This design comes from an exercise in tuning for small area on the open sky130 flow, not from production work.
Function was checked by simulation only, so behaviour that the tests miss may differ from the original.
The flow treats the clock pin as an ideal source, which a real chip does not have.
Power figures rest on the tool's default switching activity, not on a simulated workload.

==> flow/design.v (outline; a module is shown in full before it is edited, if it fits) <==
// module generic_adder_tree: 1017 lines
// module adt_fa: 4 lines
// module adt_ha: 4 lines
module generic_adder_tree #(
    parameter INPUT_COUNT = 32,
    parameter DATA_WIDTH  = 16
) (
    input clk,
    input rst_n,
    input [INPUT_COUNT-1:0] [DATA_WIDTH-1:0] i_data,
    output [$clog2(INPUT_COUNT)+DATA_WIDTH-1:0] o_sum
);
  // ...
==> flow/flow/run.sh <==
#!/bin/bash
# Standard ORFS layout (the standard.sh, standard synthesis unchanged) with:
#  - port buffers made from the smallest buffer cell, buf_1;
#  - clock tree built from clkbuf_4 without dummy balancing loads.
set -o pipefail
export BUFFER_PORTS_ARGS="-buffer_cell sky130_fd_sc_hd__buf_1"
export CTS_ARGS="-sink_clustering_enable -repair_clock_nets -dont_use_dummy_load -buf_list sky130_fd_sc_hd__clkbuf_4 -root_buf sky130_fd_sc_hd__clkbuf_4"
bash standard.sh > standard.log 2>&1
==> flow/standard.sh <==
#!/bin/bash
# synth_recipe.tcl (not shown) runs the flow's synth.tcl, then flattens the netlist and writes it again
# the make line also repeats each setting of config.mk as NAME=value (left out here)
make -C /OpenROAD-flow-scripts/flow DESIGN_CONFIG=/design/flow/config.mk WORK_HOME=/design/flow/orfs CLKGATE_MAP_FILE= SYNTH_SCRIPT=/design/flow/synth_recipe.tcl "${@:-finish}"
==> flow/config.mk <==
export PLATFORM = sky130hd
export DESIGN_NAME = generic_adder_tree
export DESIGN_NICKNAME = generic_adder_tree
export VERILOG_FILES = /design/flow/design.v
export SDC_FILE = /design/flow/constraint.sdc
export NUM_CORES = 4
export LEC_CHECK = 0
export CAP_MARGIN = 20
export CORE_MARGIN = 2
export CORE_UTILIZATION = 70
export PLACE_DENSITY = 0.8
export SLEW_MARGIN = 20
export SYNTH_HIERARCHICAL = 1
==> flow/constraint.sdc <==
create_clock -name core_clock -period 4.0 [get_ports {clk}]
set_input_delay 0.8000 -clock core_clock [delete_from_list [all_inputs] [get_ports {clk}]]
set_output_delay 0.8000 -clock core_clock [all_outputs]
set_load 0.01 [all_outputs]
==> impl_metrics.json, run 1 <==
{
  "status": "stopped before the end",
  "haltStage": "3_2_place_iop",
  "error": "[ERROR PPL-0024] Number of IO pins (535) exceeds maximum number of available positions (502). Increase the die perimeter from 562.28um to 727.60um.",
  "synth_edf_count": 0,
  "async_flop_share_pct": 3.38,
  "syn_avg_cell_area_um2": 19.5,
  "yosysWarnings": 7,
  "yosysMostFrequentCell": "fa_1",
  "die_x_um": 141,
  "synth_top_family_by_area": "adder cells",
  "yosys.area.top_type": "fa_1",
  "synth-main-ff-cell": "dfxtp_1",
  "row_count": 49,
  "ys_top_cells_by_area": "fa_1 75%, dfxtp_1 22%, dfrtp_1 0.96%",
  "ys_ff_latch": 148,
  "synth_adder_area_share_pct": 75.8,
  "initial_utilization_pct": 71.9,
  "seq_area_frac_synth_pct": 22.9,
  "synth_top_cell_area_share_pct": 75.3,
  "ys_types": 8,
  "synth_cells": 668,
  "syn_area_mm2": 0.0131,
  "synth-simple-area-share_pct": 1.15,
  "synth_mux_area_share_pct": 0,
  "die_h_um": 141,
  "synth_compound_area_share_pct": 0,
  "ys_top_cells_by_count": "491 x fa_1, 143 x dfxtp_1, 15 x and2_2",
  "synth_xor_xnor_area_share_pct": 0,
  "syn_nets": 1678
}
==> inputs of run 2 (changes only) <==
==> flow/flow/run.sh (replaced) <==
#!/bin/bash
# Standard ORFS layout (the standard.sh, standard synthesis unchanged) with:
#  - port buffers made from the smallest buffer cell, buf_1;
#  - a clock tree of clkbuf_4 without dummy balancing loads, whose buffers
#    that drive slow clock edges are then upsized (flow/fixclk.tcl).
set -o pipefail
export BUFFER_PORTS_ARGS="-buffer_cell sky130_fd_sc_hd__buf_1"
export CTS_ARGS="-sink_clustering_enable -repair_clock_nets -dont_use_dummy_load -wire_unit 20 -buf_list sky130_fd_sc_hd__clkbuf_4 -root_buf sky130_fd_sc_hd__clkbuf_4"
export POST_CTS_TCL="$PWD/flow/fixclk.tcl"
bash standard.sh > standard.log 2>&1
==> flow/flow/fixclk.tcl (new file) <==
# Upsize clock buffers whose sinks see a slow clock edge.
estimate_parasitics -placement
set_propagated_clock [all_clocks]
set changed 0
foreach inst [get_cells -filter "ref_name==sky130_fd_sc_hd__clkbuf_4"] {
  set out [get_pins -of $inst -filter "direction==output"]
  set mx 0
  foreach l [get_pins -of [get_nets -of $out] -filter "direction==input"] {
    set s [get_property $l slew_max]; if {$s > $mx} {set mx $s}
  }
  if {$mx > 0.100} {
    puts "upsizing [get_property $inst name] (sink slew $mx)"
    replace_cell $inst sky130_fd_sc_hd__clkbuf_8
    incr changed
  }
}
if {$changed} { detailed_placement; check_placement -verbose }
--- a/flow/config.mk
+++ b/flow/config.mk
@@ -6,8 +6,9 @@
 export NUM_CORES = 4
 export LEC_CHECK = 0
 export CAP_MARGIN = 20
-export CORE_MARGIN = 2
-export CORE_UTILIZATION = 70
+export CORE_AREA = 2 2 253 84
+export DIE_AREA = 0 0 255 86
 export PLACE_DENSITY = 0.8
+export SETUP_SLACK_MARGIN = 0.1
 export SLEW_MARGIN = 20
 export SYNTH_HIERARCHICAL = 1
==> impl_metrics.json, run 2 <==
{
  "die_x_um": 255,
  "track_usage_pct": 33.6,
  "place.gp.congestion": 0.934,
  "num-fill-cells": 1096,
  "rr_startpoint": "r1[5]",
  "yosysMostFrequentCell": "fa_1",
  "hold_viol": 0,
  "regArea_mm2": 0.00299,
  "synth_top_family_by_area": "adder cells",
  "wl_per_cell_um": 22.5,
  "rsz0062_at_grt": "yes",
  "r2r_slack_ns": 0.19,
  "row_count": 29,
  "synth-main-ff-cell": "dfxtp_1",
  "p_leak_uw": 0.00562,
  "placed_area_mm2": 0.0156,
  "crit_end": "r1[4]",
  "clk_pin_slew_ns": 0.07,
  "fin_util_pct": 79.9,
  "hpwl_mm": 32.3,
  "worstMarginPinSlew_ns": 0.509,
  "rr_worst_depth": 9,
  "synth_compound_area_share_pct": 0,
  "yosysWarnings": 7,
  "p_int_uw": 7150,
  "power_frac_seq_pct": 23.0,
  "slew_headroom_pct": 66.1,
  "arrival_ns": 4.17,
  "setup_violations": 0,
  "synth_cells": 668,
  "io_pins": 535,
  "synth_xor_xnor_area_share_pct": 0,
  "antenna_found_initial": 1,
  "synth-simple-area-share_pct": 1.15,
  "yosys.area.top_type": "fa_1",
  "ys_top_cells_by_area": "fa_1 75%, dfxtp_1 22%, dfrtp_1 0.96%",
  "syn_area_mm2": 0.0131,
  "synth_adder_area_share_pct": 75.8,
  "coreArea_mm2": 0.0198,
  "cts.sinks": 148,
  "largest_reg_flops": 51,
  "switchingPower_uw": 5300,
  "area_growth_pct": 21.0,
  "ys_types": 8,
  "skew_ns": 0.0333,
  "slew_viol_final": 0,
  "ys_top_cells_by_count": "491 x fa_1, 143 x dfxtp_1, 15 x and2_2",
  "synth_top_cell_area_share_pct": 75.3,
  "async_flop_share_pct": 3.38,
  "power-per-cell-area_mw_per_mm2": 788,
  "routed_via_density": 5.11,
  "synth_edf_count": 0,
  "insertion_delay_ns": 0.43,
  "drt-initial-drc-count": 289,
  "required_ns": 4.29,
  "clock_power_share_pct": 5.6,
  "crit_path_start": "i_data[97]",
  "multi_input_area_mm2": 0.0103,
  "antenna_left": 0,
  "p_sw_share_pct": 42.6,
  "ys_ff_latch": 148,
  "vias": 7654,
  "reg2reg_to": "r2[11]",
  "syn_nets": 1678,
  "start_kind": "input pin",
  "drive_gt1_share_pct": 10.4,
  "cap_violations": 0,
  "grt_max_degree": 22,
  "drc": 0,
  "crit_type": "input pin to flip-flop",
  "p_comb_share_pct": 71.4,
  "reg.largest.list": "r1 (51), r2 (29)",
  "initial_utilization_pct": 66.0,
  "vdd_drop_max_uv": 471,
  "grt_pass1_wl_mm": 51.5,
  "nets": 2229,
  "syn_avg_cell_area_um2": 19.5,
  "wl_mm": 33.6,
  "holdCritPathClass": "input pin to asynchronous set/reset pin",
  "die_area_mm2": 0.0219,
  "largest-register": "r1",
  "final_cells": 1497,
  "port_buffers": 534,
  "drt-pass1-iter-count": 5,
  "cts_tree": "built",
  "final_cell_area_mm2": 0.0158,
  "cp_max_fo": 1,
  "synth_mux_area_share_pct": 0,
  "final_cell_mix": "533 x buf_1, 400 x fa_1, 143 x dfxtp_1, 91 x fa_2, 15 x and2_2",
  "layout_commonest_cell": "buf_1",
  "fin_crit_sh_pct": 97.0,
  "die_h_um": 86,
  "seq_area_frac_synth_pct": 22.9,
  "fmax_mhz": 258,
  "grt.overflow.total": 0,
  "min_period_ns": 3.88,
  "status": "no timing/DRC/antenna violations",
  "dp.cells": 1479,
  "first_global_vias": 9673,
  "end_kind": "flip-flop"
}
[run 2: cell counts after synthesis]
Identical to the previous run, type by type.
[run 2: per-module statistics from Yosys, one instance, submodules excluded]
| module | times used | flip-flops and latches |
|---|---|---|
| adt_fa | 491 | 0 |
| adt_ha | 5 | 0 |
| generic_adder_tree | 1 | 148 |
[run 2: area by class of cell]
class / count / area share, %
multi-input cells: 518 / 65.1
well taps: 279 / 2.21
diodes: 1 / 0.0158
repair buffers: 534 / 12.7
flip-flops and latches: 148 / 18.9
clock buffers: 17 / 1.09
[run 2: layer usage]
metal,vias up,track usage (%),wire length [um]
met3,94,8.19,2170
met2,357,55.1,17300
met5,-,0,0
li1,3109,-,-
met4,0,15.8,1530
met1,4094,43.9,12600
[run 2: worst min path at each step]
| stage | endpoint | cells after the start |
|---|---|---|
| global route | vld[0] | 1 |
| floorplan | r2[0] | 0 |
| global placement | r4[9] | 0 |
| detailed placement | r3[6] | 0 |
| finish | vld[4] | 1 |
[run 2: cell families after synthesis]
family | count (synthesis)
adders and majority gates | 496
buffers and inverters | 2
DFF | 148
other | 1
and+or+nand+nor | 21
[run 2: power groups by stage]
| stage | combinational, uW | clock, uW | sequential (uW) |
|---|---|---|---|
| 2_1_floorplan | 5710 | 0 | 2810 |
| 3_3_place_gp | 8180 | 0 | 2870 |
| 3_5_place_dp | 8920 | 0 | 2910 |
| 5_1_grt | 10200 | 782 | 2940 |
| 6_report | 8880 | 698 | 2870 |
[run 2: metrics by stage]
stage	worst slack (ns)	total power [uW]	hold slack [ns]	setup TNS, ns
after floorplan	-0.0237	8520	0.310	-0.0237
after global placement	-0.284	11000	0.310	-4.13
after detailed placement	-0.327	11800	0.312	-5.85
after global routing	0.0690	13900	0.210	0
final	0.121	12500	0.227	0
[run 2: worst max-delay path: stages]
cell and delay (ns):
buf_1 0.14, fa_2 0.61, fa_2 0.44, fa_2 0.44, fa_1 0.47, fa_2 0.35, fa_1 0.51, fa_1 0.41

==> re-timing with driven ports <==
In the flow no input, the clock included, has a driving cell. The finished layout below was timed again as built, in two steps. Step 1 assumes that a clkbuf_16 drives the clock port and a buf_2 every other input. Step 2 also shifts input and output timing later by t, the mid clock arrival at the registers, as if the neighbouring blocks saw the same clock. Slacks: ideal ports / drivers / drivers and shift; pairs: ideal ports / drivers.
run: run 2
t (ns): 0.447
setup WS [ns]: 0.121 / 0.133 / -0.314
cell pins on the clock port's net: 1
Met with ideal ports but missed after step 2: setup timing in run 2. For run 2, drivers alone change the setup slack by +0.012 ns; drivers and shift together by -0.435 ns.
